Context: an optimization exercise on an open-source flow, tuned for small area. The choices shown serve that exercise and are no tape-out recipe. Function was checked by simulation only, so behaviour that the tests miss may differ from the original.

==> design/flow/design.v <==
`timescale 1ns / 1ps
module ws_conv5(
    input sys_clk,
    input en,
    input load_w,
    input clr,
    input [10:0] w11, w12, w13, w14, w15,
    input [10:0] w21, w22, w23, w24, w25,
    input [10:0] w31, w32, w33, w34, w35,
    input [10:0] w41, w42, w43, w44, w45,
    input [10:0] w51, w52, w53, w54, w55,
    input [10:0] bias,
    input [10:0] x1, x2, x3, x4, x5,
    output reg [10:0] acc_out
    );
    wire [10:0] win [0:24];
    assign win[0] = w11; assign win[1] = w12; assign win[2] = w13; assign win[3] = w14; assign win[4] = w15;
    assign win[5] = w21; assign win[6] = w22; assign win[7] = w23; assign win[8] = w24; assign win[9] = w25;
    assign win[10] = w31; assign win[11] = w32; assign win[12] = w33; assign win[13] = w34; assign win[14] = w35;
    assign win[15] = w41; assign win[16] = w42; assign win[17] = w43; assign win[18] = w44; assign win[19] = w45;
    assign win[20] = w51; assign win[21] = w52; assign win[22] = w53; assign win[23] = w54; assign win[24] = w55;
    wire [10:0] xin [0:4];
    assign xin[0] = x1; assign xin[1] = x2; assign xin[2] = x3; assign xin[3] = x4; assign xin[4] = x5;
    wire step = en & ~load_w;
    reg [10:0] wc [0:24];     
    reg [10:0] wt [0:24];     
    reg [10:0] b;             
    reg [10:0] f [0:4][0:3];  
    reg [10:0] sa [0:4];      
    reg [10:0] sb [0:4];      
    wire [10:0] wsm [0:24];
    genvar gi;
    generate
        for (gi = 0; gi < 25; gi = gi + 1) begin : cv
            wire [10:0] v = win[gi];
            wire [9:1] tk;
            nand2m n1(.a(v[10]), .b(v[0]), .y(tk[1]));
            wire m2;
            nand2m a2(.a(v[10]), .b(v[1]), .y(m2));
            nand2m b2(.a(tk[1]), .b(m2), .y(tk[2]));
            a21oim a3(.a(v[10]), .b(v[2]), .c(tk[2]), .y(tk[3]));
            wire m4;
            nand2m a4(.a(v[10]), .b(v[3]), .y(m4));
            nand2m b4(.a(tk[3]), .b(m4), .y(tk[4]));
            a21oim a5(.a(v[10]), .b(v[4]), .c(tk[4]), .y(tk[5]));
            wire m6;
            nand2m a6(.a(v[10]), .b(v[5]), .y(m6));
            nand2m b6(.a(tk[5]), .b(m6), .y(tk[6]));
            a21oim a7(.a(v[10]), .b(v[6]), .c(tk[6]), .y(tk[7]));
            wire m8;
            nand2m a8(.a(v[10]), .b(v[7]), .y(m8));
            nand2m b8(.a(tk[7]), .b(m8), .y(tk[8]));
            a21oim a9(.a(v[10]), .b(v[8]), .c(tk[8]), .y(tk[9]));
            wire r1;
            xnor2m x1(.a(v[1]), .b(tk[1]), .y(r1));
            wire r2;
            xor2m x2(.a(v[2]), .b(tk[2]), .y(r2));
            wire r3;
            xnor2m x3(.a(v[3]), .b(tk[3]), .y(r3));
            wire r4;
            xor2m x4(.a(v[4]), .b(tk[4]), .y(r4));
            wire r5;
            xnor2m x5(.a(v[5]), .b(tk[5]), .y(r5));
            wire r6;
            xor2m x6(.a(v[6]), .b(tk[6]), .y(r6));
            wire r7;
            xnor2m x7(.a(v[7]), .b(tk[7]), .y(r7));
            wire r8;
            xor2m x8(.a(v[8]), .b(tk[8]), .y(r8));
            wire r9;
            xnor2m x9(.a(v[9]), .b(tk[9]), .y(r9));
            assign wsm[gi] = {v[10], r9, r8, r7, r6, r5, r4, r3, r2, r1, v[0]};
        end
    endgenerate
    integer i, r, c;
    always @(posedge sys_clk) begin
        if (en) begin
            b <= bias;
            for (i = 0; i < 25; i = i + 1)
                wc[i] <= wsm[i];
        end
        if (load_w)
            for (i = 0; i < 25; i = i + 1)
                wt[i] <= wc[i];
    end
    wire [10:0] rsa [0:4];
    wire [10:0] rsb [0:4];
    genvar gr, gc;
    generate
        for (gr = 0; gr < 5; gr = gr + 1) begin : row
            wire [10:0] pc [0:4];    
            wire [4:0] pci;          
            for (gc = 0; gc < 5; gc = gc + 1) begin : col
                wire [10:0] wv = wt[gr*5+gc];
                wire [10:0] xv;
                wire [10:0] c;
                wire cin;
                assign pc[gc] = c;
                assign pci[gc] = cin;
                if (gc == 0) begin : p
                    assign xv = xin[gr];
                wire t1 = ~(wv[0] & xv[0]);
                wire t2 = ~(wv[0] & xv[1]);
                wire t3 = ~(wv[0] & xv[2]);
                wire t4 = ~(wv[0] & xv[3]);
                wire t5 = ~(wv[0] & xv[4]);
                wire t6 = ~(wv[0] & xv[5]);
                wire t7 = ~(wv[0] & xv[6]);
                wire t8 = ~(wv[0] & xv[7]);
                wire t9 = ~(wv[0] & xv[8]);
                wire t10 = ~(wv[0] & xv[9]);
                wire t11 = ~(wv[1] & xv[0]);
                wire t12 = ~(wv[1] & xv[1]);
                wire t13 = ~(wv[1] & xv[2]);
                wire t14 = ~(wv[1] & xv[3]);
                wire t15 = ~(wv[1] & xv[4]);
                wire t16 = ~(wv[1] & xv[5]);
                wire t17 = ~(wv[1] & xv[6]);
                wire t18 = ~(wv[1] & xv[7]);
                wire t19 = ~(wv[1] & xv[8]);
                wire t20 = ~(wv[1] & xv[9]);
                wire t21 = ~(wv[2] & xv[0]);
                wire t22 = ~(wv[2] & xv[1]);
                wire t23 = ~(wv[2] & xv[2]);
                wire t24 = ~(wv[2] & xv[3]);
                wire t25 = ~(wv[2] & xv[4]);
                wire t26 = ~(wv[2] & xv[5]);
                wire t27 = ~(wv[2] & xv[6]);
                wire t28 = ~(wv[2] & xv[7]);
                wire t29 = ~(wv[2] & xv[8]);
                wire t30 = ~(wv[2] & xv[9]);
                wire t31 = ~(wv[3] & xv[0]);
                wire t32 = ~(wv[3] & xv[1]);
                wire t33 = ~(wv[3] & xv[2]);
                wire t34 = ~(wv[3] & xv[3]);
                wire t35 = ~(wv[3] & xv[4]);
                wire t36 = ~(wv[3] & xv[5]);
                wire t37 = ~(wv[3] & xv[6]);
                wire t38 = ~(wv[3] & xv[7]);
                wire t39 = ~(wv[3] & xv[8]);
                wire t40 = ~(wv[3] & xv[9]);
                wire t41 = ~(wv[4] & xv[0]);
                wire t42 = ~(wv[4] & xv[1]);
                wire t43 = ~(wv[4] & xv[2]);
                wire t44 = ~(wv[4] & xv[3]);
                wire t45 = ~(wv[4] & xv[4]);
                wire t46 = ~(wv[4] & xv[5]);
                wire t47 = ~(wv[4] & xv[6]);
                wire t48 = ~(wv[4] & xv[7]);
                wire t49 = ~(wv[4] & xv[8]);
                wire t50 = ~(wv[4] & xv[9]);
                wire t51 = ~(wv[5] & xv[0]);
                wire t52 = ~(wv[5] & xv[1]);
                wire t53 = ~(wv[5] & xv[2]);
                wire t54 = ~(wv[5] & xv[3]);
                wire t55 = ~(wv[5] & xv[4]);
                wire t56 = ~(wv[5] & xv[5]);
                wire t57 = ~(wv[5] & xv[6]);
                wire t58 = ~(wv[5] & xv[7]);
                wire t59 = ~(wv[5] & xv[8]);
                wire t60 = ~(wv[5] & xv[9]);
                wire t61 = ~(wv[6] & xv[0]);
                wire t62 = ~(wv[6] & xv[1]);
                wire t63 = ~(wv[6] & xv[2]);
                wire t64 = ~(wv[6] & xv[3]);
                wire t65 = ~(wv[6] & xv[4]);
                wire t66 = ~(wv[6] & xv[5]);
                wire t67 = ~(wv[6] & xv[6]);
                wire t68 = ~(wv[6] & xv[7]);
                wire t69 = ~(wv[6] & xv[8]);
                wire t70 = ~(wv[6] & xv[9]);
                wire t71 = ~(wv[7] & xv[0]);
                wire t72 = ~(wv[7] & xv[1]);
                wire t73 = ~(wv[7] & xv[2]);
                wire t74 = ~(wv[7] & xv[3]);
                wire t75 = ~(wv[7] & xv[4]);
                wire t76 = ~(wv[7] & xv[5]);
                wire t77 = ~(wv[7] & xv[6]);
                wire t78 = ~(wv[7] & xv[7]);
                wire t79 = ~(wv[7] & xv[8]);
                wire t80 = ~(wv[7] & xv[9]);
                wire t81 = ~(wv[8] & xv[0]);
                wire t82 = ~(wv[8] & xv[1]);
                wire t83 = ~(wv[8] & xv[2]);
                wire t84 = ~(wv[8] & xv[3]);
                wire t85 = ~(wv[8] & xv[4]);
                wire t86 = ~(wv[8] & xv[5]);
                wire t87 = ~(wv[8] & xv[6]);
                wire t88 = ~(wv[8] & xv[7]);
                wire t89 = ~(wv[8] & xv[8]);
                wire t90 = ~(wv[9] & xv[0]);
                wire t91 = ~(wv[9] & xv[1]);
                wire t92 = ~(wv[9] & xv[2]);
                wire t93 = ~(wv[9] & xv[3]);
                wire t94 = ~(wv[9] & xv[4]);
                wire t95 = ~(wv[9] & xv[5]);
                wire t96 = ~(wv[9] & xv[6]);
                wire t97 = ~(wv[9] & xv[7]);
                wire t98, t99;
                xnor2m ut98(.a(t3), .b(t12), .y(t98));
                or2m ut99(.a(t3), .b(t12), .y(t99));
                wire t100, t101;
                fa ut100(.a(t4), .b(t13), .c(t22), .s(t100), .co(t101));
                wire t102, t103;
                xnor2m ut102(.a(t31), .b(t99), .y(t102));
                or2m ut103(.a(t31), .b(t99), .y(t103));
                wire t104, t105;
                fa ut104(.a(t5), .b(t14), .c(t23), .s(t104), .co(t105));
                wire t106, t107;
                fa ut106(.a(t32), .b(t41), .c(t101), .s(t106), .co(t107));
                wire t108, t109;
                xnor2m ut108(.a(t103), .b(t104), .y(t108));
                or2m ut109(.a(t103), .b(t104), .y(t109));
                wire t110, t111;
                fa ut110(.a(t6), .b(t15), .c(t24), .s(t110), .co(t111));
                wire t112, t113;
                fa ut112(.a(t33), .b(t42), .c(t51), .s(t112), .co(t113));
                wire t114, t115;
                fa ut114(.a(t105), .b(t110), .c(t112), .s(t114), .co(t115));
                wire t116, t117;
                xnor2m ut116(.a(t109), .b(t107), .y(t116));
                or2m ut117(.a(t109), .b(t107), .y(t117));
                wire t118, t119;
                fa ut118(.a(t7), .b(t16), .c(t25), .s(t118), .co(t119));
                wire t120, t121;
                fa ut120(.a(t34), .b(t43), .c(t52), .s(t120), .co(t121));
                wire t122, t123;
                fa ut122(.a(t61), .b(t111), .c(t113), .s(t122), .co(t123));
                wire t124, t125;
                fa ut124(.a(t118), .b(t120), .c(t115), .s(t124), .co(t125));
                wire t126, t127;
                xnor2m ut126(.a(t122), .b(t117), .y(t126));
                or2m ut127(.a(t122), .b(t117), .y(t127));
                wire t128, t129;
                fa ut128(.a(t8), .b(t17), .c(t26), .s(t128), .co(t129));
                wire t130, t131;
                fa ut130(.a(t35), .b(t44), .c(t53), .s(t130), .co(t131));
                wire t132, t133;
                fa ut132(.a(t62), .b(t71), .c(t119), .s(t132), .co(t133));
                wire t134, t135;
                fa ut134(.a(t121), .b(t128), .c(t130), .s(t134), .co(t135));
                wire t136, t137;
                fa ut136(.a(t123), .b(t132), .c(t134), .s(t136), .co(t137));
                wire t138, t139;
                xnor2m ut138(.a(t127), .b(t125), .y(t138));
                or2m ut139(.a(t127), .b(t125), .y(t139));
                wire t140, t141;
                fa ut140(.a(t9), .b(t18), .c(t27), .s(t140), .co(t141));
                wire t142, t143;
                fa ut142(.a(t36), .b(t45), .c(t54), .s(t142), .co(t143));
                wire t144, t145;
                fa ut144(.a(t63), .b(t72), .c(t81), .s(t144), .co(t145));
                wire t146, t147;
                fa ut146(.a(t129), .b(t131), .c(t140), .s(t146), .co(t147));
                wire t148, t149;
                fa ut148(.a(t142), .b(t144), .c(t133), .s(t148), .co(t149));
                wire t150, t151;
                fa ut150(.a(t135), .b(t146), .c(t148), .s(t150), .co(t151));
                wire t152, t153;
                xnor2m ut152(.a(t137), .b(t139), .y(t152));
                or2m ut153(.a(t137), .b(t139), .y(t153));
                wire t154, t155;
                fa ut154(.a(t10), .b(t19), .c(t28), .s(t154), .co(t155));
                wire t156, t157;
                fa ut156(.a(t37), .b(t46), .c(t55), .s(t156), .co(t157));
                wire t158, t159;
                fa ut158(.a(t64), .b(t73), .c(t82), .s(t158), .co(t159));
                wire t160, t161;
                fa ut160(.a(t90), .b(t141), .c(t143), .s(t160), .co(t161));
                wire t162, t163;
                fa ut162(.a(t145), .b(t154), .c(t156), .s(t162), .co(t163));
                wire t164, t165;
                fa ut164(.a(t158), .b(t147), .c(t160), .s(t164), .co(t165));
                wire t166, t167;
                fa ut166(.a(t162), .b(t149), .c(t164), .s(t166), .co(t167));
                wire t168, t169;
                xnor2m ut168(.a(t151), .b(t153), .y(t168));
                or2m ut169(.a(t151), .b(t153), .y(t169));
                wire t170, t171;
                fa ut170(.a(t20), .b(t29), .c(t38), .s(t170), .co(t171));
                wire t172, t173;
                fa ut172(.a(t47), .b(t56), .c(t65), .s(t172), .co(t173));
                wire t174, t175;
                fa ut174(.a(t74), .b(t83), .c(t91), .s(t174), .co(t175));
                wire t176, t177;
                fa ut176(.a(t155), .b(t157), .c(t159), .s(t176), .co(t177));
                wire t178, t179;
                fa ut178(.a(t170), .b(t172), .c(t174), .s(t178), .co(t179));
                wire t180, t181;
                fa ut180(.a(t161), .b(t163), .c(t176), .s(t180), .co(t181));
                wire t182, t183;
                fa ut182(.a(t178), .b(t165), .c(t180), .s(t182), .co(t183));
                wire t184, t185;
                xnor2m ut184(.a(t167), .b(t182), .y(t184));
                or2m ut185(.a(t167), .b(t182), .y(t185));
                wire t186, t187;
                fa ut186(.a(t30), .b(t39), .c(t48), .s(t186), .co(t187));
                wire t188, t189;
                fa ut188(.a(t57), .b(t66), .c(t75), .s(t188), .co(t189));
                wire t190, t191;
                fa ut190(.a(t84), .b(t92), .c(t171), .s(t190), .co(t191));
                wire t192, t193;
                fa ut192(.a(t173), .b(t175), .c(t186), .s(t192), .co(t193));
                wire t194, t195;
                fa ut194(.a(t188), .b(t177), .c(t179), .s(t194), .co(t195));
                wire t196, t197;
                fa ut196(.a(t190), .b(t192), .c(t181), .s(t196), .co(t197));
                wire t198, t199;
                fa ut198(.a(t194), .b(t183), .c(t196), .s(t198), .co(t199));
                wire t200, t201;
                fa ut200(.a(t40), .b(t49), .c(t58), .s(t200), .co(t201));
                wire t202, t203;
                fa ut202(.a(t67), .b(t76), .c(t85), .s(t202), .co(t203));
                wire t204, t205;
                fa ut204(.a(t93), .b(t187), .c(t189), .s(t204), .co(t205));
                wire t206, t207;
                fa ut206(.a(t200), .b(t202), .c(t191), .s(t206), .co(t207));
                wire t208, t209;
                fa ut208(.a(t193), .b(t204), .c(t195), .s(t208), .co(t209));
                wire t210, t211;
                fa ut210(.a(t206), .b(t197), .c(t208), .s(t210), .co(t211));
                wire t212, t213;
                fa ut212(.a(t50), .b(t59), .c(t68), .s(t212), .co(t213));
                wire t214, t215;
                fa ut214(.a(t77), .b(t86), .c(t94), .s(t214), .co(t215));
                wire t216, t217;
                fa ut216(.a(t201), .b(t203), .c(t212), .s(t216), .co(t217));
                wire t218, t219;
                fa ut218(.a(t214), .b(t205), .c(t216), .s(t218), .co(t219));
                wire t220, t221;
                fa ut220(.a(t207), .b(t218), .c(t209), .s(t220), .co(t221));
                wire t222, t223;
                fa ut222(.a(t60), .b(t69), .c(t78), .s(t222), .co(t223));
                wire t224, t225;
                fa ut224(.a(t87), .b(t95), .c(t213), .s(t224), .co(t225));
                wire t226, t227;
                fa ut226(.a(t215), .b(t222), .c(t217), .s(t226), .co(t227));
                wire t228, t229;
                fa ut228(.a(t224), .b(t219), .c(t226), .s(t228), .co(t229));
                wire t230, t231;
                fa ut230(.a(t70), .b(t79), .c(t88), .s(t230), .co(t231));
                wire t232, t233;
                fa ut232(.a(t96), .b(t223), .c(t230), .s(t232), .co(t233));
                wire t234, t235;
                fa ut234(.a(t225), .b(t232), .c(t227), .s(t234), .co(t235));
                wire t236, t237;
                fa ut236(.a(t80), .b(t89), .c(t97), .s(t236), .co(t237));
                wire t238, t239;
                fa ut238(.a(t231), .b(t236), .c(t233), .s(t238), .co(t239));
                wire t240, t241;
                xnor2m ut240(.a(t2), .b(t11), .y(t240));
                or2m ut241(.a(t2), .b(t11), .y(t241));
                wire t242, t243;
                fa ut242(.a(t21), .b(t241), .c(t98), .s(t242), .co(t243));
                wire t244, t245;
                fa ut244(.a(t100), .b(t102), .c(t243), .s(t244), .co(t245));
                wire t246, t247;
                fa ut246(.a(t108), .b(t106), .c(t245), .s(t246), .co(t247));
                wire t248, t249;
                fa ut248(.a(t114), .b(t116), .c(t247), .s(t248), .co(t249));
                wire t250, t251;
                fa ut250(.a(t126), .b(t124), .c(t249), .s(t250), .co(t251));
                wire t252, t253;
                fa ut252(.a(t136), .b(t138), .c(t251), .s(t252), .co(t253));
                wire t254, t255;
                fa ut254(.a(t150), .b(t152), .c(t253), .s(t254), .co(t255));
                wire t256, t257;
                fa ut256(.a(t166), .b(t168), .c(t255), .s(t256), .co(t257));
                wire t258, t259;
                fa ut258(.a(t169), .b(t184), .c(t257), .s(t258), .co(t259));
                wire t260, t261;
                fa ut260(.a(t185), .b(t198), .c(t259), .s(t260), .co(t261));
                wire t262, t263;
                fa ut262(.a(t199), .b(t210), .c(t261), .s(t262), .co(t263));
                wire t264, t265;
                fa ut264(.a(t211), .b(t220), .c(t263), .s(t264), .co(t265));
                wire t266, t267;
                fa ut266(.a(t228), .b(t221), .c(t265), .s(t266), .co(t267));
                wire t268, t269;
                fa ut268(.a(t229), .b(t234), .c(t267), .s(t268), .co(t269));
                wire t270 = t235 ^ t238 ^ 1'b1;
                wire t271 = t235 ^ t238 ^ 1'b0;
                wire t272 = t269 ? t270 : t271;
                wire [9:0] t = {~t272, ~t268, ~t266, ~t264, ~t262, ~t260, ~t258, ~t256, ~t254, ~t252};
                wire sg = wv[10] ^ xv[10];
                wire lowz = t1 & t240 & t242 & t244 & t246 & t248 & t250;
                assign cin = sg & (lowz | ~|t);
                assign c = {sg, t ^ {10{sg}}};
                end else begin : q
                    assign xv = f[gr][gc-1];
                wire t1 = ~(wv[0] & xv[0]);
                wire t2 = ~(wv[0] & xv[1]);
                wire t3 = ~(wv[0] & xv[2]);
                wire t4 = ~(wv[0] & xv[3]);
                wire t5 = ~(wv[0] & xv[4]);
                wire t6 = ~(wv[0] & xv[5]);
                wire t7 = ~(wv[0] & xv[6]);
                wire t8 = ~(wv[0] & xv[7]);
                wire t9 = ~(wv[0] & xv[8]);
                wire t10 = ~(wv[0] & xv[9]);
                wire t11 = ~(wv[1] & xv[0]);
                wire t12 = ~(wv[1] & xv[1]);
                wire t13 = ~(wv[1] & xv[2]);
                wire t14 = ~(wv[1] & xv[3]);
                wire t15 = ~(wv[1] & xv[4]);
                wire t16 = ~(wv[1] & xv[5]);
                wire t17 = ~(wv[1] & xv[6]);
                wire t18 = ~(wv[1] & xv[7]);
                wire t19 = ~(wv[1] & xv[8]);
                wire t20 = ~(wv[1] & xv[9]);
                wire t21 = ~(wv[2] & xv[0]);
                wire t22 = ~(wv[2] & xv[1]);
                wire t23 = ~(wv[2] & xv[2]);
                wire t24 = ~(wv[2] & xv[3]);
                wire t25 = ~(wv[2] & xv[4]);
                wire t26 = ~(wv[2] & xv[5]);
                wire t27 = ~(wv[2] & xv[6]);
                wire t28 = ~(wv[2] & xv[7]);
                wire t29 = ~(wv[2] & xv[8]);
                wire t30 = ~(wv[2] & xv[9]);
                wire t31 = ~(wv[3] & xv[0]);
                wire t32 = ~(wv[3] & xv[1]);
                wire t33 = ~(wv[3] & xv[2]);
                wire t34 = ~(wv[3] & xv[3]);
                wire t35 = ~(wv[3] & xv[4]);
                wire t36 = ~(wv[3] & xv[5]);
                wire t37 = ~(wv[3] & xv[6]);
                wire t38 = ~(wv[3] & xv[7]);
                wire t39 = ~(wv[3] & xv[8]);
                wire t40 = ~(wv[3] & xv[9]);
                wire t41 = ~(wv[4] & xv[0]);
                wire t42 = ~(wv[4] & xv[1]);
                wire t43 = ~(wv[4] & xv[2]);
                wire t44 = ~(wv[4] & xv[3]);
                wire t45 = ~(wv[4] & xv[4]);
                wire t46 = ~(wv[4] & xv[5]);
                wire t47 = ~(wv[4] & xv[6]);
                wire t48 = ~(wv[4] & xv[7]);
                wire t49 = ~(wv[4] & xv[8]);
                wire t50 = ~(wv[4] & xv[9]);
                wire t51 = ~(wv[5] & xv[0]);
                wire t52 = ~(wv[5] & xv[1]);
                wire t53 = ~(wv[5] & xv[2]);
                wire t54 = ~(wv[5] & xv[3]);
                wire t55 = ~(wv[5] & xv[4]);
                wire t56 = ~(wv[5] & xv[5]);
                wire t57 = ~(wv[5] & xv[6]);
                wire t58 = ~(wv[5] & xv[7]);
                wire t59 = ~(wv[5] & xv[8]);
                wire t60 = ~(wv[5] & xv[9]);
                wire t61 = ~(wv[6] & xv[0]);
                wire t62 = ~(wv[6] & xv[1]);
                wire t63 = ~(wv[6] & xv[2]);
                wire t64 = ~(wv[6] & xv[3]);
                wire t65 = ~(wv[6] & xv[4]);
                wire t66 = ~(wv[6] & xv[5]);
                wire t67 = ~(wv[6] & xv[6]);
                wire t68 = ~(wv[6] & xv[7]);
                wire t69 = ~(wv[6] & xv[8]);
                wire t70 = ~(wv[6] & xv[9]);
                wire t71 = ~(wv[7] & xv[0]);
                wire t72 = ~(wv[7] & xv[1]);
                wire t73 = ~(wv[7] & xv[2]);
                wire t74 = ~(wv[7] & xv[3]);
                wire t75 = ~(wv[7] & xv[4]);
                wire t76 = ~(wv[7] & xv[5]);
                wire t77 = ~(wv[7] & xv[6]);
                wire t78 = ~(wv[7] & xv[7]);
                wire t79 = ~(wv[7] & xv[8]);
                wire t80 = ~(wv[7] & xv[9]);
                wire t81 = ~(wv[8] & xv[0]);
                wire t82 = ~(wv[8] & xv[1]);
                wire t83 = ~(wv[8] & xv[2]);
                wire t84 = ~(wv[8] & xv[3]);
                wire t85 = ~(wv[8] & xv[4]);
                wire t86 = ~(wv[8] & xv[5]);
                wire t87 = ~(wv[8] & xv[6]);
                wire t88 = ~(wv[8] & xv[7]);
                wire t89 = ~(wv[8] & xv[8]);
                wire t90 = ~(wv[9] & xv[0]);
                wire t91 = ~(wv[9] & xv[1]);
                wire t92 = ~(wv[9] & xv[2]);
                wire t93 = ~(wv[9] & xv[3]);
                wire t94 = ~(wv[9] & xv[4]);
                wire t95 = ~(wv[9] & xv[5]);
                wire t96 = ~(wv[9] & xv[6]);
                wire t97 = ~(wv[9] & xv[7]);
                wire t98, t99;
                xnor2m ut98(.a(t3), .b(t12), .y(t98));
                or2m ut99(.a(t3), .b(t12), .y(t99));
                wire t100, t101;
                fa ut100(.a(t4), .b(t13), .c(t22), .s(t100), .co(t101));
                wire t102, t103;
                xnor2m ut102(.a(t31), .b(t99), .y(t102));
                or2m ut103(.a(t31), .b(t99), .y(t103));
                wire t104, t105;
                fa ut104(.a(t5), .b(t14), .c(t23), .s(t104), .co(t105));
                wire t106, t107;
                fa ut106(.a(t32), .b(t41), .c(t101), .s(t106), .co(t107));
                wire t108, t109;
                xnor2m ut108(.a(t103), .b(t104), .y(t108));
                or2m ut109(.a(t103), .b(t104), .y(t109));
                wire t110, t111;
                fa ut110(.a(t6), .b(t15), .c(t24), .s(t110), .co(t111));
                wire t112, t113;
                fa ut112(.a(t33), .b(t42), .c(t51), .s(t112), .co(t113));
                wire t114, t115;
                fa ut114(.a(t105), .b(t110), .c(t112), .s(t114), .co(t115));
                wire t116, t117;
                xnor2m ut116(.a(t109), .b(t107), .y(t116));
                or2m ut117(.a(t109), .b(t107), .y(t117));
                wire t118, t119;
                fa ut118(.a(t7), .b(t16), .c(t25), .s(t118), .co(t119));
                wire t120, t121;
                fa ut120(.a(t34), .b(t43), .c(t52), .s(t120), .co(t121));
                wire t122, t123;
                fa ut122(.a(t61), .b(t111), .c(t113), .s(t122), .co(t123));
                wire t124, t125;
                fa ut124(.a(t118), .b(t120), .c(t122), .s(t124), .co(t125));
                wire t126, t127;
                xnor2m ut126(.a(t115), .b(t117), .y(t126));
                or2m ut127(.a(t115), .b(t117), .y(t127));
                wire t128, t129;
                fa ut128(.a(t8), .b(t17), .c(t26), .s(t128), .co(t129));
                wire t130, t131;
                fa ut130(.a(t35), .b(t44), .c(t53), .s(t130), .co(t131));
                wire t132, t133;
                fa ut132(.a(t62), .b(t71), .c(t119), .s(t132), .co(t133));
                wire t134, t135;
                fa ut134(.a(t121), .b(t128), .c(t130), .s(t134), .co(t135));
                wire t136, t137;
                fa ut136(.a(t123), .b(t132), .c(t134), .s(t136), .co(t137));
                wire t138, t139;
                xnor2m ut138(.a(t127), .b(t125), .y(t138));
                or2m ut139(.a(t127), .b(t125), .y(t139));
                wire t140, t141;
                fa ut140(.a(t9), .b(t18), .c(t27), .s(t140), .co(t141));
                wire t142, t143;
                fa ut142(.a(t36), .b(t45), .c(t54), .s(t142), .co(t143));
                wire t144, t145;
                fa ut144(.a(t63), .b(t72), .c(t81), .s(t144), .co(t145));
                wire t146, t147;
                fa ut146(.a(t129), .b(t131), .c(t140), .s(t146), .co(t147));
                wire t148, t149;
                fa ut148(.a(t142), .b(t144), .c(t133), .s(t148), .co(t149));
                wire t150, t151;
                fa ut150(.a(t135), .b(t146), .c(t148), .s(t150), .co(t151));
                wire t152, t153;
                xnor2m ut152(.a(t137), .b(t139), .y(t152));
                or2m ut153(.a(t137), .b(t139), .y(t153));
                wire t154, t155;
                fa ut154(.a(t10), .b(t19), .c(t28), .s(t154), .co(t155));
                wire t156, t157;
                fa ut156(.a(t37), .b(t46), .c(t55), .s(t156), .co(t157));
                wire t158, t159;
                fa ut158(.a(t64), .b(t73), .c(t82), .s(t158), .co(t159));
                wire t160, t161;
                fa ut160(.a(t90), .b(t141), .c(t143), .s(t160), .co(t161));
                wire t162, t163;
                fa ut162(.a(t145), .b(t154), .c(t156), .s(t162), .co(t163));
                wire t164, t165;
                fa ut164(.a(t158), .b(t160), .c(t147), .s(t164), .co(t165));
                wire t166, t167;
                fa ut166(.a(t162), .b(t149), .c(t164), .s(t166), .co(t167));
                wire t168, t169;
                xnor2m ut168(.a(t151), .b(t153), .y(t168));
                or2m ut169(.a(t151), .b(t153), .y(t169));
                wire t170, t171;
                fa ut170(.a(t20), .b(t29), .c(t38), .s(t170), .co(t171));
                wire t172, t173;
                fa ut172(.a(t47), .b(t56), .c(t65), .s(t172), .co(t173));
                wire t174, t175;
                fa ut174(.a(t74), .b(t83), .c(t91), .s(t174), .co(t175));
                wire t176, t177;
                fa ut176(.a(t155), .b(t157), .c(t159), .s(t176), .co(t177));
                wire t178, t179;
                fa ut178(.a(t170), .b(t172), .c(t174), .s(t178), .co(t179));
                wire t180, t181;
                fa ut180(.a(t161), .b(t176), .c(t163), .s(t180), .co(t181));
                wire t182, t183;
                fa ut182(.a(t178), .b(t165), .c(t180), .s(t182), .co(t183));
                wire t184, t185;
                xnor2m ut184(.a(t167), .b(t182), .y(t184));
                or2m ut185(.a(t167), .b(t182), .y(t185));
                wire t186, t187;
                fa ut186(.a(t30), .b(t39), .c(t48), .s(t186), .co(t187));
                wire t188, t189;
                fa ut188(.a(t57), .b(t66), .c(t75), .s(t188), .co(t189));
                wire t190, t191;
                fa ut190(.a(t84), .b(t92), .c(t171), .s(t190), .co(t191));
                wire t192, t193;
                fa ut192(.a(t173), .b(t175), .c(t186), .s(t192), .co(t193));
                wire t194, t195;
                fa ut194(.a(t188), .b(t177), .c(t190), .s(t194), .co(t195));
                wire t196, t197;
                fa ut196(.a(t179), .b(t192), .c(t181), .s(t196), .co(t197));
                wire t198, t199;
                fa ut198(.a(t194), .b(t183), .c(t196), .s(t198), .co(t199));
                wire t200, t201;
                fa ut200(.a(t40), .b(t49), .c(t58), .s(t200), .co(t201));
                wire t202, t203;
                fa ut202(.a(t67), .b(t76), .c(t85), .s(t202), .co(t203));
                wire t204, t205;
                fa ut204(.a(t93), .b(t187), .c(t189), .s(t204), .co(t205));
                wire t206, t207;
                fa ut206(.a(t200), .b(t202), .c(t191), .s(t206), .co(t207));
                wire t208, t209;
                fa ut208(.a(t204), .b(t193), .c(t195), .s(t208), .co(t209));
                wire t210, t211;
                fa ut210(.a(t206), .b(t197), .c(t208), .s(t210), .co(t211));
                wire t212, t213;
                fa ut212(.a(t50), .b(t59), .c(t68), .s(t212), .co(t213));
                wire t214, t215;
                fa ut214(.a(t77), .b(t86), .c(t94), .s(t214), .co(t215));
                wire t216, t217;
                fa ut216(.a(t201), .b(t203), .c(t212), .s(t216), .co(t217));
                wire t218, t219;
                fa ut218(.a(t214), .b(t205), .c(t216), .s(t218), .co(t219));
                wire t220, t221;
                fa ut220(.a(t207), .b(t218), .c(t209), .s(t220), .co(t221));
                wire t222, t223;
                fa ut222(.a(t60), .b(t69), .c(t78), .s(t222), .co(t223));
                wire t224, t225;
                fa ut224(.a(t87), .b(t95), .c(t213), .s(t224), .co(t225));
                wire t226, t227;
                fa ut226(.a(t215), .b(t222), .c(t224), .s(t226), .co(t227));
                wire t228, t229;
                fa ut228(.a(t217), .b(t219), .c(t226), .s(t228), .co(t229));
                wire t230, t231;
                fa ut230(.a(t70), .b(t79), .c(t88), .s(t230), .co(t231));
                wire t232, t233;
                fa ut232(.a(t96), .b(t223), .c(t230), .s(t232), .co(t233));
                wire t234, t235;
                fa ut234(.a(t225), .b(t232), .c(t227), .s(t234), .co(t235));
                wire t236, t237;
                fa ut236(.a(t80), .b(t89), .c(t97), .s(t236), .co(t237));
                wire t238, t239;
                fa ut238(.a(t231), .b(t236), .c(t233), .s(t238), .co(t239));
                wire t240, t241;
                xnor2m ut240(.a(t2), .b(t11), .y(t240));
                or2m ut241(.a(t2), .b(t11), .y(t241));
                wire t242, t243;
                fa ut242(.a(t21), .b(t241), .c(t98), .s(t242), .co(t243));
                wire t244, t245;
                fa ut244(.a(t100), .b(t102), .c(t243), .s(t244), .co(t245));
                wire t246, t247;
                fa ut246(.a(t108), .b(t106), .c(t245), .s(t246), .co(t247));
                wire t248, t249;
                fa ut248(.a(t114), .b(t116), .c(t247), .s(t248), .co(t249));
                wire t250, t251;
                fa ut250(.a(t126), .b(t124), .c(t249), .s(t250), .co(t251));
                wire t252, t253;
                fa ut252(.a(t136), .b(t138), .c(t251), .s(t252), .co(t253));
                wire t254, t255;
                fa ut254(.a(t150), .b(t152), .c(t253), .s(t254), .co(t255));
                wire t256, t257;
                fa ut256(.a(t166), .b(t168), .c(t255), .s(t256), .co(t257));
                wire t258, t259;
                fa ut258(.a(t169), .b(t184), .c(t257), .s(t258), .co(t259));
                wire t260, t261;
                fa ut260(.a(t185), .b(t198), .c(t259), .s(t260), .co(t261));
                wire t262, t263;
                fa ut262(.a(t199), .b(t210), .c(t261), .s(t262), .co(t263));
                wire t264, t265;
                fa ut264(.a(t211), .b(t220), .c(t263), .s(t264), .co(t265));
                wire t266, t267;
                fa ut266(.a(t228), .b(t221), .c(t265), .s(t266), .co(t267));
                wire t268, t269;
                fa ut268(.a(t229), .b(t234), .c(t267), .s(t268), .co(t269));
                wire t270 = t235 ^ t238 ^ 1'b1;
                wire t271 = t235 ^ t238 ^ 1'b0;
                wire t272 = t269 ? t270 : t271;
                wire [9:0] t = {~t272, ~t268, ~t266, ~t264, ~t262, ~t260, ~t258, ~t256, ~t254, ~t252};
                wire sg = wv[10] ^ xv[10];
                wire lowz = t1 & t240 & t242 & t244 & t246 & t248 & t250;
                assign cin = sg & (lowz | ~|t);
                assign c = {sg, t ^ {10{sg}}};
                end
            end
            if (gr == 0) begin : r0
            wire t1, t2;
            fa ut1(.a(b[0]), .b(pc[1][0]), .c(pc[2][0]), .s(t1), .co(t2));
            wire t3, t4;
            fa ut3(.a(pc[3][0]), .b(pc[4][0]), .c(t1), .s(t3), .co(t4));
            wire t5, t6;
            fa ut5(.a(t3), .b(pc[0][0]), .c(pci[1]), .s(t5), .co(t6));
            wire t7, t8;
            fa ut7(.a(pci[2]), .b(pci[3]), .c(pci[4]), .s(t7), .co(t8));
            wire t9, t10;
            ha ut9(.a(t5), .b(t7), .s(t9), .co(t10));
            wire t11, t12;
            fa ut11(.a(b[1]), .b(pc[1][1]), .c(pc[2][1]), .s(t11), .co(t12));
            wire t13, t14;
            fa ut13(.a(pc[3][1]), .b(pc[4][1]), .c(t2), .s(t13), .co(t14));
            wire t15, t16;
            fa ut15(.a(t11), .b(t4), .c(t13), .s(t15), .co(t16));
            wire t17, t18;
            fa ut17(.a(t15), .b(pc[0][1]), .c(t6), .s(t17), .co(t18));
            wire t19, t20;
            ha ut19(.a(t8), .b(t10), .s(t19), .co(t20));
            wire t21, t22;
            fa ut21(.a(b[2]), .b(pc[1][2]), .c(pc[2][2]), .s(t21), .co(t22));
            wire t23, t24;
            fa ut23(.a(pc[3][2]), .b(pc[4][2]), .c(t12), .s(t23), .co(t24));
            wire t25, t26;
            fa ut25(.a(t14), .b(t21), .c(t23), .s(t25), .co(t26));
            wire t27, t28;
            fa ut27(.a(t16), .b(t25), .c(pc[0][2]), .s(t27), .co(t28));
            wire t29, t30;
            ha ut29(.a(t27), .b(t18), .s(t29), .co(t30));
            wire t31, t32;
            fa ut31(.a(b[3]), .b(pc[1][3]), .c(pc[2][3]), .s(t31), .co(t32));
            wire t33, t34;
            fa ut33(.a(pc[3][3]), .b(pc[4][3]), .c(t22), .s(t33), .co(t34));
            wire t35, t36;
            fa ut35(.a(t24), .b(t31), .c(t33), .s(t35), .co(t36));
            wire t37, t38;
            fa ut37(.a(t26), .b(t35), .c(pc[0][3]), .s(t37), .co(t38));
            wire t39, t40;
            ha ut39(.a(t28), .b(t37), .s(t39), .co(t40));
            wire t41, t42;
            fa ut41(.a(b[4]), .b(pc[1][4]), .c(pc[2][4]), .s(t41), .co(t42));
            wire t43, t44;
            fa ut43(.a(pc[3][4]), .b(pc[4][4]), .c(t32), .s(t43), .co(t44));
            wire t45, t46;
            fa ut45(.a(t34), .b(t36), .c(t41), .s(t45), .co(t46));
            wire t47, t48;
            fa ut47(.a(t43), .b(t45), .c(pc[0][4]), .s(t47), .co(t48));
            wire t49, t50;
            ha ut49(.a(t38), .b(t40), .s(t49), .co(t50));
            wire t51, t52;
            fa ut51(.a(b[5]), .b(pc[1][5]), .c(pc[2][5]), .s(t51), .co(t52));
            wire t53, t54;
            fa ut53(.a(pc[3][5]), .b(pc[4][5]), .c(t42), .s(t53), .co(t54));
            wire t55, t56;
            fa ut55(.a(t44), .b(t46), .c(t51), .s(t55), .co(t56));
            wire t57, t58;
            fa ut57(.a(t53), .b(t55), .c(pc[0][5]), .s(t57), .co(t58));
            wire t59, t60;
            ha ut59(.a(t48), .b(t50), .s(t59), .co(t60));
            wire t61, t62;
            fa ut61(.a(b[6]), .b(pc[1][6]), .c(pc[2][6]), .s(t61), .co(t62));
            wire t63, t64;
            fa ut63(.a(pc[3][6]), .b(pc[4][6]), .c(t52), .s(t63), .co(t64));
            wire t65, t66;
            fa ut65(.a(t54), .b(t56), .c(t61), .s(t65), .co(t66));
            wire t67, t68;
            fa ut67(.a(t63), .b(t65), .c(t60), .s(t67), .co(t68));
            wire t69, t70;
            ha ut69(.a(pc[0][6]), .b(t58), .s(t69), .co(t70));
            wire t71, t72;
            fa ut71(.a(b[7]), .b(pc[1][7]), .c(pc[2][7]), .s(t71), .co(t72));
            wire t73, t74;
            fa ut73(.a(pc[3][7]), .b(pc[4][7]), .c(t62), .s(t73), .co(t74));
            wire t75, t76;
            fa ut75(.a(t64), .b(t66), .c(t71), .s(t75), .co(t76));
            wire t77, t78;
            fa ut77(.a(t73), .b(t75), .c(t70), .s(t77), .co(t78));
            wire t79, t80;
            ha ut79(.a(t68), .b(pc[0][7]), .s(t79), .co(t80));
            wire t81, t82;
            fa ut81(.a(b[8]), .b(pc[1][8]), .c(pc[2][8]), .s(t81), .co(t82));
            wire t83, t84;
            fa ut83(.a(pc[3][8]), .b(pc[4][8]), .c(t72), .s(t83), .co(t84));
            wire t85, t86;
            fa ut85(.a(t74), .b(t76), .c(t81), .s(t85), .co(t86));
            wire t87, t88;
            fa ut87(.a(t83), .b(t85), .c(t78), .s(t87), .co(t88));
            wire t89, t90;
            ha ut89(.a(t80), .b(pc[0][8]), .s(t89), .co(t90));
            wire t91, t92;
            fa ut91(.a(b[9]), .b(pc[1][9]), .c(pc[2][9]), .s(t91), .co(t92));
            wire t93, t94;
            fa ut93(.a(pc[3][9]), .b(pc[4][9]), .c(t82), .s(t93), .co(t94));
            wire t95, t96;
            fa ut95(.a(t84), .b(t91), .c(t86), .s(t95), .co(t96));
            wire t97, t98;
            fa ut97(.a(t93), .b(t95), .c(t88), .s(t97), .co(t98));
            wire t99, t100;
            ha ut99(.a(t90), .b(pc[0][9]), .s(t99), .co(t100));
            wire t101, t102;
            fa ut101(.a(b[10]), .b(pc[0][10]), .c(pc[1][10]), .s(t101), .co(t102));
            wire t103, t104;
            fa ut103(.a(pc[2][10]), .b(pc[3][10]), .c(pc[4][10]), .s(t103), .co(t104));
            wire t105, t106;
            fa ut105(.a(t101), .b(t103), .c(t92), .s(t105), .co(t106));
            wire t107, t108;
            fa ut107(.a(t94), .b(t105), .c(t96), .s(t107), .co(t108));
            wire t109, t110;
            ha ut109(.a(t107), .b(t100), .s(t109), .co(t110));
            assign rsa[gr] = {t98, t97, t87, t77, t67, t57, t47, t30, t20, t17, pci[0]};
            assign rsb[gr] = {t109, t99, t89, t79, t69, t59, t49, t39, t29, t19, t9};
            end else begin : rn
            wire t1, t2;
            fa ut1(.a(sa[gr-1][0]), .b(sb[gr-1][0]), .c(pc[1][0]), .s(t1), .co(t2));
            wire t3, t4;
            fa ut3(.a(pc[2][0]), .b(pc[3][0]), .c(pc[4][0]), .s(t3), .co(t4));
            wire t5, t6;
            fa ut5(.a(t1), .b(t3), .c(pc[0][0]), .s(t5), .co(t6));
            wire t7, t8;
            fa ut7(.a(t5), .b(pci[1]), .c(pci[2]), .s(t7), .co(t8));
            wire t9, t10;
            fa ut9(.a(pci[3]), .b(pci[4]), .c(t7), .s(t9), .co(t10));
            wire t11, t12;
            fa ut11(.a(sa[gr-1][1]), .b(sb[gr-1][1]), .c(pc[1][1]), .s(t11), .co(t12));
            wire t13, t14;
            fa ut13(.a(pc[2][1]), .b(pc[3][1]), .c(pc[4][1]), .s(t13), .co(t14));
            wire t15, t16;
            fa ut15(.a(t2), .b(t4), .c(t11), .s(t15), .co(t16));
            wire t17, t18;
            fa ut17(.a(t13), .b(t15), .c(pc[0][1]), .s(t17), .co(t18));
            wire t19, t20;
            fa ut19(.a(t6), .b(t17), .c(t8), .s(t19), .co(t20));
            wire t21, t22;
            fa ut21(.a(sa[gr-1][2]), .b(sb[gr-1][2]), .c(pc[1][2]), .s(t21), .co(t22));
            wire t23, t24;
            fa ut23(.a(pc[2][2]), .b(pc[3][2]), .c(pc[4][2]), .s(t23), .co(t24));
            wire t25, t26;
            fa ut25(.a(t12), .b(t14), .c(t21), .s(t25), .co(t26));
            wire t27, t28;
            fa ut27(.a(t23), .b(t16), .c(t25), .s(t27), .co(t28));
            wire t29, t30;
            fa ut29(.a(t27), .b(pc[0][2]), .c(t18), .s(t29), .co(t30));
            wire t31, t32;
            fa ut31(.a(sa[gr-1][3]), .b(sb[gr-1][3]), .c(pc[1][3]), .s(t31), .co(t32));
            wire t33, t34;
            fa ut33(.a(pc[2][3]), .b(pc[3][3]), .c(pc[4][3]), .s(t33), .co(t34));
            wire t35, t36;
            fa ut35(.a(t22), .b(t24), .c(t26), .s(t35), .co(t36));
            wire t37, t38;
            fa ut37(.a(t31), .b(t33), .c(t28), .s(t37), .co(t38));
            wire t39, t40;
            fa ut39(.a(t35), .b(t37), .c(pc[0][3]), .s(t39), .co(t40));
            wire t41, t42;
            fa ut41(.a(sa[gr-1][4]), .b(sb[gr-1][4]), .c(pc[1][4]), .s(t41), .co(t42));
            wire t43, t44;
            fa ut43(.a(pc[2][4]), .b(pc[3][4]), .c(pc[4][4]), .s(t43), .co(t44));
            wire t45, t46;
            fa ut45(.a(t32), .b(t34), .c(t36), .s(t45), .co(t46));
            wire t47, t48;
            fa ut47(.a(t41), .b(t43), .c(t38), .s(t47), .co(t48));
            wire t49, t50;
            fa ut49(.a(t45), .b(t47), .c(pc[0][4]), .s(t49), .co(t50));
            wire t51, t52;
            fa ut51(.a(sa[gr-1][5]), .b(sb[gr-1][5]), .c(pc[1][5]), .s(t51), .co(t52));
            wire t53, t54;
            fa ut53(.a(pc[2][5]), .b(pc[3][5]), .c(pc[4][5]), .s(t53), .co(t54));
            wire t55, t56;
            fa ut55(.a(t42), .b(t44), .c(t46), .s(t55), .co(t56));
            wire t57, t58;
            fa ut57(.a(t51), .b(t53), .c(t48), .s(t57), .co(t58));
            wire t59, t60;
            fa ut59(.a(t55), .b(t57), .c(pc[0][5]), .s(t59), .co(t60));
            wire t61, t62;
            fa ut61(.a(sa[gr-1][6]), .b(sb[gr-1][6]), .c(pc[1][6]), .s(t61), .co(t62));
            wire t63, t64;
            fa ut63(.a(pc[2][6]), .b(pc[3][6]), .c(pc[4][6]), .s(t63), .co(t64));
            wire t65, t66;
            fa ut65(.a(t52), .b(t54), .c(t56), .s(t65), .co(t66));
            wire t67, t68;
            fa ut67(.a(t61), .b(t63), .c(t58), .s(t67), .co(t68));
            wire t69, t70;
            fa ut69(.a(t65), .b(t67), .c(pc[0][6]), .s(t69), .co(t70));
            wire t71, t72;
            fa ut71(.a(sa[gr-1][7]), .b(sb[gr-1][7]), .c(pc[1][7]), .s(t71), .co(t72));
            wire t73, t74;
            fa ut73(.a(pc[2][7]), .b(pc[3][7]), .c(pc[4][7]), .s(t73), .co(t74));
            wire t75, t76;
            fa ut75(.a(t62), .b(t64), .c(t66), .s(t75), .co(t76));
            wire t77, t78;
            fa ut77(.a(t71), .b(t73), .c(t68), .s(t77), .co(t78));
            wire t79, t80;
            fa ut79(.a(t75), .b(t77), .c(t70), .s(t79), .co(t80));
            wire t81, t82;
            fa ut81(.a(sa[gr-1][8]), .b(sb[gr-1][8]), .c(pc[1][8]), .s(t81), .co(t82));
            wire t83, t84;
            fa ut83(.a(pc[2][8]), .b(pc[3][8]), .c(pc[4][8]), .s(t83), .co(t84));
            wire t85, t86;
            fa ut85(.a(t72), .b(t74), .c(t76), .s(t85), .co(t86));
            wire t87, t88;
            fa ut87(.a(t81), .b(t83), .c(t78), .s(t87), .co(t88));
            wire t89, t90;
            fa ut89(.a(t85), .b(t87), .c(t80), .s(t89), .co(t90));
            wire t91, t92;
            fa ut91(.a(sa[gr-1][9]), .b(sb[gr-1][9]), .c(pc[1][9]), .s(t91), .co(t92));
            wire t93, t94;
            fa ut93(.a(pc[2][9]), .b(pc[3][9]), .c(pc[4][9]), .s(t93), .co(t94));
            wire t95, t96;
            fa ut95(.a(t82), .b(t84), .c(t91), .s(t95), .co(t96));
            wire t97, t98;
            fa ut97(.a(t93), .b(t86), .c(t95), .s(t97), .co(t98));
            wire t99, t100;
            fa ut99(.a(t88), .b(t97), .c(pc[0][9]), .s(t99), .co(t100));
            wire t101, t102;
            fa ut101(.a(sa[gr-1][10]), .b(sb[gr-1][10]), .c(pc[0][10]), .s(t101), .co(t102));
            wire t103, t104;
            fa ut103(.a(pc[1][10]), .b(pc[2][10]), .c(pc[3][10]), .s(t103), .co(t104));
            wire t105, t106;
            fa ut105(.a(pc[4][10]), .b(t101), .c(t103), .s(t105), .co(t106));
            wire t107, t108;
            fa ut107(.a(t105), .b(t92), .c(t94), .s(t107), .co(t108));
            wire t109, t110;
            fa ut109(.a(t96), .b(t107), .c(t98), .s(t109), .co(t110));
            assign rsa[gr] = {t100, t90, pc[0][8], pc[0][7], t60, t50, t40, t30, t20, t10, pci[0]};
            assign rsb[gr] = {t109, t99, t89, t79, t69, t59, t49, t39, t29, t19, t9};
            end
        end
    endgenerate
    wire [10:0] acc_d;
    wire t1, t2;
    ha ut1(.a(sa[4][0]), .b(sb[4][0]), .s(t1), .co(t2));
    wire t3, t4;
    fa ut3(.a(sa[4][1]), .b(sb[4][1]), .c(t2), .s(t3), .co(t4));
    wire t5, t6;
    fa ut5(.a(sa[4][2]), .b(sb[4][2]), .c(t4), .s(t5), .co(t6));
    wire t7, t8;
    fa ut7(.a(sa[4][3]), .b(sb[4][3]), .c(t6), .s(t7), .co(t8));
    wire t9, t10;
    fa ut9(.a(sa[4][4]), .b(sb[4][4]), .c(t8), .s(t9), .co(t10));
    wire t11, t12;
    fa ut11(.a(sa[4][5]), .b(sb[4][5]), .c(t10), .s(t11), .co(t12));
    wire t13, t14;
    fa ut13(.a(sa[4][6]), .b(sb[4][6]), .c(t12), .s(t13), .co(t14));
    wire t15, t16;
    fa ut15(.a(sa[4][7]), .b(sb[4][7]), .c(t14), .s(t15), .co(t16));
    wire t17, t18;
    fa ut17(.a(sa[4][8]), .b(sb[4][8]), .c(t16), .s(t17), .co(t18));
    wire t19, t20;
    fa ut19(.a(sa[4][9]), .b(sb[4][9]), .c(t18), .s(t19), .co(t20));
    wire t21, t22;
    fa ut21(.a(sa[4][10]), .b(sb[4][10]), .c(t20), .s(t21), .co(t22));
    assign acc_d = {t21, t19, t17, t15, t13, t11, t9, t7, t5, t3, t1};
    always @(posedge sys_clk) begin
        if (step) begin
            for (r = 0; r < 5; r = r + 1) begin
                sa[r] <= rsa[r];
                sb[r] <= rsb[r];
                f[r][0] <= xin[r];
                for (c = 1; c < 4; c = c + 1)
                    f[r][c] <= f[r][c-1];
            end
        end
        acc_out <= clr ? 11'd0 : acc_d;
    end
endmodule
module nand2m(input a, input b, output y);
    assign y = ~(a & b);
endmodule
module a21oim(input a, input b, input c, output y);
    assign y = ~((a & b) | c);
endmodule
module xor2m(input a, input b, output y);
    assign y = a ^ b;
endmodule
module fa(input a, input b, input c, output s, output co);
    assign s = a ^ b ^ c;
    assign co = (a & b) | (a & c) | (b & c);
endmodule
module xnor2m(input a, input b, output y);
    assign y = ~(a ^ b);
endmodule
module or2m(input a, input b, output y);
    assign y = a | b;
endmodule
module ha(input a, input b, output s, output co);
    assign s = a ^ b;
    assign co = a & b;
endmodule
==> design/flow/flow/run.sh <==
#!/bin/bash
# Layout: the standard flow (standard.sh), except that the buffer put on
# every input and output port is the smallest buffer cell, and the buffers
# synthesis inserted are removed at floorplan (placement is not timing-driven;
# timing is repaired after clock tree synthesis and global routing).
# The whole output of the flow goes to standard.log; ORFS keeps each step's
# log under orfs/logs/.
set -euo pipefail
cd "$(dirname "$0")/.."
export BUFFER_PORTS_ARGS="-buffer_cell sky130_fd_sc_hd__buf_1"
export REMOVE_ABC_BUFFERS=1
bash standard.sh > standard.log 2>&1
==> design/flow/standard.sh <==
#!/bin/bash
# synth_recipe.tcl (not shown) runs the flow's synth.tcl, then flattens the netlist and writes it again
# the make line also repeats each setting of config.mk as NAME=value (left out here)
make -C /OpenROAD-flow-scripts/flow DESIGN_CONFIG=/design/flow/config.mk WORK_HOME=/design/flow/orfs CLKGATE_MAP_FILE= SYNTH_SCRIPT=/design/flow/synth_recipe.tcl "${@:-finish}"
==> design/flow/config.mk <==
export PLATFORM = sky130hd
export DESIGN_NAME = ws_conv5
export DESIGN_NICKNAME = ws_conv5
export VERILOG_FILES = /design/flow/design.v
export SDC_FILE = /design/flow/constraint.sdc
export NUM_CORES = 4
export LEC_CHECK = 0
export CAP_MARGIN = 0
export CORE_MARGIN = 2
export CORE_UTILIZATION = 70
export CTS_BUF_LIST = sky130_fd_sc_hd__clkbuf_16
export CTS_CLUSTER_DIAMETER = 120
export CTS_CLUSTER_SIZE = 25
export GPL_TIMING_DRIVEN = 0
export PLACE_DENSITY = 0.8
export SLEW_MARGIN = 0
export SYNTH_HIERARCHICAL = 1
==> design/flow/constraint.sdc <==
create_clock -name core_clock -period 9.5 [get_ports {sys_clk}]
set_input_delay 1.9000 -clock core_clock [delete_from_list [all_inputs] [get_ports {sys_clk}]]
set_output_delay 1.9000 -clock core_clock [all_outputs]
set_load 0.01 [all_outputs]
==> summary.txt <==
==> final cells by class <==
class                           instances  area (um^2)
Multi-Input combinational cell       6170        64500
Tap cell                             1755         2200
Clock inverter                         16          143
Fill cell                            8424        34000
Timing Repair Buffer                  510         2900
Clock buffer                           43         1080
Sequential cell                       902        27000
Antenna cell                           11         27.5
==> flip-flops by register name, indices dropped and copies added, names as in the netlist <==
name and cells:
f 220, b 11, wt 275, acc_out 11, wc 275, sb 55
sa 55
==> worst min-delay path by stage <==
stage / startpoint / end / slack [ns] / cells past startpoint
after floorplan: wc[0][0]$_DFFE_PP_ / wt[0][0]$_DFFE_PP_ / 0.40 / 0
final: wc[1][2]$_DFFE_PP_ / wt[1][2]$_DFFE_PP_ / 0.40 / 0
after global placement: wc[1][6]$_DFFE_PP_ / wt[1][6]$_DFFE_PP_ / 0.40 / 0
after detailed placement: wc[0][3]$_DFFE_PP_ / wt[0][3]$_DFFE_PP_ / 0.40 / 0
after global routing: wc[1][3]$_DFFE_PP_ / wt[1][3]$_DFFE_PP_ / 0.40 / 0
after CTS: wc[1][2]$_DFFE_PP_ / wt[1][2]$_DFFE_PP_ / 0.40 / 0
==> stage by stage <==
step	worst slack, ns	TNS [ns]	cell area (um^2)	instances	util, %
global route	-0.139	-0.211	97800	9399	74.2
global placement	-83.69	-	94800	9182	71.9
floorplan	-8.05	-2657.11	91300	7072	-
CTS	0.00203	0	96800	9284	73.4
detailed placement	-0.434	-3.35	95400	9210	72.4
finish	0.101	0	97800	9407	74.2
==> per-module statistics from Yosys (local to each module, per instance), excerpt <==
module,cells,area (um^2),times used,flops+latches
a21oim,1,8.76,100,0
fa,1,20.0,2174,0
ha,1,12.5,12,0
nand2m,1,3.75,225,0
or2m,1,6.26,250,0
ws_conv5,4362,42200,1,902
xor2m,1,8.76,100,0
==> timing repair <==
item | CTS | global route
hold buffers | 0 | 0
gates resized for setup | 2 | 11
buffers inserted | 15 | 109
pin swaps | 0 | 3
setup endpoints to repair | 5 | 15
==> layout by cell type, fill, tap and decap left out, types with 2 or more instances in the layout <==
cell type and count:
a211oi_1 22, a21boi_1 3, a21oi_2 100, a22o_1 21, and4_1 4, buf_1 352
buf_12 29, buf_2 4, buf_4 119, buf_6 3, clkbuf_16 43, clkinv_8 4
dfxtp_1 11, diode_2 11, edfxtp_1 891, fa_1 2173, ha_1 12, inv_1 9
inv_16 2, nand2_1 2673, nand2_2 2, nand3_1 24, nand4_1 50, nor2b_1 11
nor4b_1 21, or2_1 250, or4_1 3, xnor2_1 657, xnor2_2 9, xnor3_1 3
xor2_1 116, xor2_2 12
==> logic make-up (layout without fill, tap and decap cells) <==
kind of cell / count (synthesis) / after routing
compound gates: 147 / 147
xor+xnor: 797 / 797
fa+ha+maj: 2186 / 2186
buf+inv: 526 / 569
flops: 902 / 902
other cells: 0 / 11
simple gates: 3040 / 3040
==> metal layers <==
metal	wire, um	track usage (%)	vias up	share of wire, %
met5	145	0	-	0.070
met4	9440	12.2	22	4.6
met3	18200	5.62	555	8.8
met2	105000	52.8	3051	51
met1	73600	42.0	29900	36
li1	-	-	23600	-
==> critical path: cells and delay by family, from the launching register on <==
kind / cells / cell delay [ns]
adders and majority gates: 19 / 8.09
DFF: 1 / 0.61
xor gates and xnor gates: 1 / 0.31
and+or+nand+nor: 1 / 0.15
==> qor.txt <==
status - no timing/DRC/antenna violations
WL/cell - 22.0 um
Synth Area in Simple Gates - 13.2%
measured slew at the worst slew-check pin - 1.37 ns
Core Region - 132,000 um^2
Worst-Skew Late Latency - 0.70 ns
Critical Path AT - 9.86 ns
Synth async-reset ratio - 0%
Synth Warn # - 17
# clock sinks - 902
first-pass GRT wire length - 333,000 um
hold slack final - 0.399 ns
RSZ-0062 raised after global routing - true
post-synth top area cell - fa_1
IO Count - 356
worst-path fanout max - 10
reg2reg end - sb[0][10]$_DFFE_PP_
post-synthesis mux area share - 0%
reg2reg path depth - 21
Final ANT Viol Nets - 0
Final Hold Viols - 0
fin nets - 10,200
final WL - 207,000 um
CTS clock-pin slew for the worst setup and hold paths - 0.10 ns
Die Y - 369 um
Slew Limit Headroom - 8.44%
crit path kind - flip-flop to flip-flop
via/cell ratio - 6.07
chip width - 369 um
residual DRC count - 0
xor/xnor share of the synthesized area - 7.53%
drt pass-1 iters - 8
top-area cell type share of the netlist area - 46.7%
CTS Root Buffer Type - clkbuf_16
crit end category - flip-flop
sequential area share after synthesis - 28.9%
Post-synth EDFFs - 891
endpoints failing setup - 0
Max Root-Sink Buffers - 3
Port Buffer Count - 355
cell mode on critical path - fa_1
CTS buffer count - 43
1st-iter DRT viols - 5,551
list of most frequent post-synthesis cells - nand2_1 (2,675), fa_1 (2,174), edfxtp_1 (891)
Syn-to-layout area delta - 4.83%
initial antenna violation count - 20
total track usage - 31.6%
Hold Crit Class - flip-flop to flip-flop
CTS tree - built
vias after detailed routing - 57,100
Netlist cell types - 24
largest net degree at the start of global routing - 44
Max Fclk - 106 MHz
GR Overflow Total - 0
GP Congestion - 0.946
Startpoint Class - flip-flop
RR Startpoint - f[3][2]$_DFFE_PP_
WP data required - 9.96 ns
number of global-route vias before repair - 62,500
Initial Util - 70.8%
Area contributors post-synth - fa_1 (47%), edfxtp_1 (29%), nand2_1 (11%)
leading cell type by number of instances after synthesis - nand2_1
Max-cap violations - 0
post-synthesis register bit count - 902
Syn Std Cell Area - 93,300 um^2
worst reg2reg setup slack - 0.10 ns
Critical Path End - sb[0][10]$_DFFE_PP_
Post-synth top flop - edfxtp_1
H-tree depth - 2
Worst Skew - 0.0283 ns
Tcrit/Tclk final - 98.9%
Compound-Gate Fraction of Synth Area - 1.35%
layout cells sized above 1 - 4.34%
cells after synthesis - 7,598
minimum clock period - 9.40 ns
CP Cell Sequence - nand2_1 > fa_1 > fa_1 > fa_1 > fa_1 > fa_1 > fa_1 > fa_1 > fa_1 > fa_1 > xnor2_1 > fa_1 > fa_1 > fa_1 > fa_1 > fa_1 > fa_1 > fa_1 > fa_1 > fa_1 > ha_1
Crit path largest cell delay - 0.61 ns
Mapped Avg Cell Area - 12.3 um^2
die area - 136,000 um^2
Post-Synth Adder-Cell Area - 46.8%
CP Launch Point - f[3][2]$_DFFE_PP_
Final HPWL DP - 162,000 um
Final Slew Violations - 0
Rows - 133
main combinational cell family by area after synthesis - adder cells
Worst path slowest cell - edfxtp_1

[what the ideal ports hide]
The results above use ideal ports. As a check the final layout listed here was re-extracted and re-timed, cells and wires unchanged. Step 1: set_driving_cell puts a clkbuf_16 on sys_clk and a buf_2 on each other input, an assumption about the parent block. Step 2 moves the port delays by t, midway between the first and last clock arrival at a register: inputs arrive t later, outputs are due t later. That takes back most of the time a late clock gives input paths. Slacks: no drivers / after step 1 / after step 2; pairs: no drivers / after step 1.
t, ns: 0.771
setup slack, ns: 0.101 / 0.101 / -0.564
worst setup path after step 2: input to register
worst slew at a driven data input, ns: 0.17
Met with ideal ports but missed after step 2: setup timing in this run. For this run, drivers alone change the setup slack by 0.000 ns; drivers and shift together by -0.665 ns.
